Background: an optimization exercise with open tools, aiming at small area, a short achievable clock period and few clock cycles. Do not read the settings as production practice. The RTL was checked by simulation tests, not by an equivalence proof against the original design. Power figures rest on the tool's default switching activity, not on a simulated workload.

Setup of run 1:
==> flow/design.v <==
module DMA_AHB_Master #(
    parameter ADDR_WIDTH = 32,
    parameter DATA_WIDTH = 32,
    parameter BASE_ADDR  = 32'h0000_0000
)(
    input wire HCLK,
    input wire HRESETn,
    input wire [ADDR_WIDTH-1:0] HADDR,
    input wire [1:0] HTRANS,
    input wire HWRITE,
    input wire [DATA_WIDTH-1:0] HWDATA,
    output reg [DATA_WIDTH-1:0] HRDATA,
    output reg [ADDR_WIDTH-1:0] master_HADDR,
    output reg [2:0] master_HBURST,
    output reg master_HMASTLOCK,
    output reg [3:0] master_HPROT,
    output reg [2:0] master_HSIZE,
    output reg [1:0] master_HTRANS,
    output reg [DATA_WIDTH-1:0] master_HWDATA,
    output reg master_HWRITE,
    input wire [DATA_WIDTH-1:0] master_HRDATA,
    input wire master_HREADY,
    input wire master_HRESP
);
    reg [31:2] src_q;
    reg [31:2] dst_q;
    reg [31:0] size_q;
    reg        busy;
    reg        done;
    reg        w_src, w_dst, w_size;
    reg        wr_q;       
    reg [31:2] addr_q;
    reg [31:2] alt_q;
    reg [28:0] left_q;     
    reg [31:0] data_q;     
    wire hit     = ~|HADDR[31:5] & ~|HADDR[1:0];
    wire a_start = hit & (HADDR[4:2] == 3'd0);
    wire a_src   = hit & (HADDR[4:2] == 3'd1);
    wire a_dst   = hit & (HADDR[4:2] == 3'd2);
    wire a_size  = hit & (HADDR[4:2] == 3'd3);
    wire a_done  = hit & (HADDR[4:2] == 3'd4);
    wire wacc    = HTRANS[1] & HWRITE;
    wire [31:2] src_d  = w_src  ? data_q[31:2] : src_q;
    wire [31:2] dst_d  = w_dst  ? data_q[31:2] : dst_q;
    wire [31:0] size_d = w_size ? data_q : size_q;
    wire st    = wacc & a_start & HWDATA[0];
    wire frac  = |size_q[1:0];
    wire last  = (left_q == 29'd0) | ((left_q == 29'd1) & ~frac);
    wire fin   = busy & wr_q & master_HREADY & last;
    wire busy_d = st | (busy & ~fin);
    always @(posedge HCLK or negedge HRESETn) begin
        if (!HRESETn) begin
            w_src  <= 1'b1;
            w_dst  <= 1'b1;
            w_size <= 1'b1;
            busy   <= 1'b0;
            done   <= 1'b0;
        end else begin
            w_src  <= wacc & a_src;
            w_dst  <= wacc & a_dst;
            w_size <= wacc & a_size;
            busy   <= busy_d;
            done   <= (done & ~st) | fin;
        end
    end
    always @(posedge HCLK or negedge HRESETn) begin
        if (!HRESETn) begin
            data_q <= 32'd0;
        end else begin
            if (~busy) data_q <= HWDATA;
            else if (~wr_q) data_q <= master_HRDATA;
        end
    end
    always @(posedge HCLK) begin
        if (~busy) begin
            wr_q   <= 1'b0;
            addr_q <= src_d;
            alt_q  <= dst_d;
            left_q <= size_d[30:2];
        end else if (master_HREADY) begin
            wr_q   <= ~wr_q;
            addr_q <= alt_q;
            alt_q  <= addr_q + 30'd1;
            if (wr_q) left_q <= left_q - 29'd1;
        end
        src_q  <= src_d;
        dst_q  <= dst_d;
        size_q <= size_d;
        HRDATA <= ({32{a_start}} & {31'd0, busy_d})
                | ({32{a_src}}   & {src_d, 2'b00})
                | ({32{a_dst}}   & {dst_d, 2'b00})
                | ({32{a_size}}  & size_d)
                | ({32{a_done}}  & {31'd0, done});
    end
    always @(*) begin
        master_HADDR     = {addr_q, 2'b00};
        master_HBURST    = 3'b000;
        master_HMASTLOCK = 1'b0;
        master_HPROT     = 4'b0000;
        master_HSIZE     = 3'b010;
        master_HTRANS    = {busy, 1'b0};
        master_HWDATA    = data_q;
        master_HWRITE    = wr_q;
    end
endmodule
Settings: LEC_CHECK=0, CAP_MARGIN=20, CORE_MARGIN=2, CORE_UTILIZATION=65, CTS_BUF_LIST=sky130_fd_sc_hd__clkbuf_16, CTS_CLUSTER_DIAMETER=100, CTS_CLUSTER_SIZE=25, PLACE_DENSITY=0.8, SETUP_SLACK_MARGIN=3.6, SLEW_MARGIN=20; clock period 6.0 ns.
standard.sh (not shown) runs the stock make flow with config.mk's settings and CLKGATE_MAP_FILE= SYNTH_SCRIPT=/design/flow/synth_recipe.tcl, a recipe that flattens the netlist after the stock synthesis.
==> flow/flow/run.sh <==
#!/bin/bash
# Standard ORFS layout, with plain buffers on the ports instead of the
# delay cells buffer_ports picks by default. Synthesis is the standard one.
set -euo pipefail
bash standard.sh synth > synth.log 2>&1
export BUFFER_PORTS_ARGS="-buffer_cell sky130_fd_sc_hd__buf_1"
bash standard.sh > layout.log 2>&1
Testbench counts of run 1, summed over its fixed seeds: cycles 9,069.
Setup changes, run 1 to run 2
- PLACE_DENSITY changed from 0.8 to 0.7
- CTS_CLUSTER_DIAMETER removed (was 100)
- CTS_BUF_LIST removed (was sky130_fd_sc_hd__clkbuf_16)
- CTS_CLUSTER_SIZE removed (was 25)
- SETUP_SLACK_MARGIN changed from 3.6 to 4.0
- CORE_UTILIZATION changed from 65 to 55
==> comparison <==
- Every stage of the flow completed for run 2, and the final layout passed the timing, design-rule and antenna checks.
- In run 2, growth of design area from synthesis to finish is higher than in run 1.
- Sort run 1 and run 2 by clock buffer count, ascending, and run 1 comes first.
- For post-route cell area, dividing the value from run 2 by the value from run 1 gives 1.2.
- Of run 1 and run 2, the run reporting the lower global-route usage was run 1.
Relative to run 2, the following input files were edited for run 3:
- CTS_CLUSTER_DIAMETER now 80, previously not set
- SETUP_SLACK_MARGIN now 3.6, was 4.0
- CTS_CLUSTER_SIZE now 20, previously not set
- CTS_BUF_LIST now sky130_fd_sc_hd__clkbuf_16, previously not set
Findings:
Higher utilization was reported by run 2, not run 3.
The clock period minus worst slack of run 3 is lower than that of run 2.
There was hardly any difference in sequential logic power between run 2 and run 3.
Diff run 2 -> run 3 | worst slack at placement | decrease of 130 ps
Sort run 2 and run 3 by post-CTS setup buffer count desc -> top: run 2
Going from run 2 to run 3, area added between synthesis and finish shrinks by 26 points.
Looking only at switching component of the power, and setting everything else aside, the higher value of run 2 and run 3 goes to run 2.
Wire length (lower): run 3
Compared with run 2, run 3 ends up with a smaller final cell area.
Comparing run 2 and run 3, the lower post-layout instance count excluding filler cells was measured on run 3.
diff inputs: run 3 => run 4
- CTS_CLUSTER_SIZE now 30, was 20
- CTS_CLUSTER_DIAMETER now 120, was 80
[summary]
- On worst hold slack, run 3 loses to run 4.
- Power for run 4: 130 uW down relative to run 3
- Across both runs, post-synthesis to final-layout area growth was lower for run 4 than for run 3.
- In the metrics for run 4 and run 3, the one carrying the lower number of buffers other than clock buffers in the final layout is run 3.

-- separate check: timing with driven ports --
The flow's constraints put no driver on any port. The routed layouts listed below were extracted and timed again, unchanged, in two steps. Step 1 (the two cells are an assumption about what drives the block):
set clk [get_ports {HCLK}]
set_driving_cell -lib_cell sky130_fd_sc_hd__clkbuf_16 $clk
set_driving_cell -lib_cell sky130_fd_sc_hd__buf_2 [delete_from_list [all_inputs] $clk]
Step 2 adds t to the input delays and takes it off the output delays; t is the mean of the earliest and latest rising clock arrival at the registers after step 1. Input paths then give back, and output paths get back, about the clock's delay inside the block. a / b / c = ideal ports / drivers / drivers and shift; a / b = the first two.
run | t (ns) | setup slack, ns | latest minus earliest clock arrival (ns) | slew at the worst register clock pin (ns)
run 1 | 0.524 | 3.601 / 3.555 / 3.195 | 0.032 / 0.033 | 0.10 / 0.10
run 2 | 0.590 | 3.599 / 3.546 / 3.151 | 0.016 / 0.016 | 0.07 / 0.07
run 3 | 0.530 | 3.624 / 3.578 / 3.148 | 0.016 / 0.017 | 0.09 / 0.09
run 4 | 0.520 | 3.609 / 3.564 / 3.200 | 0.027 / 0.028 | 0.12 / 0.12
After both steps setup and hold are still met in every run listed. The setup slack of run 3, which loses most, moves by -0.046 ns with the drivers and by -0.476 ns with both steps.
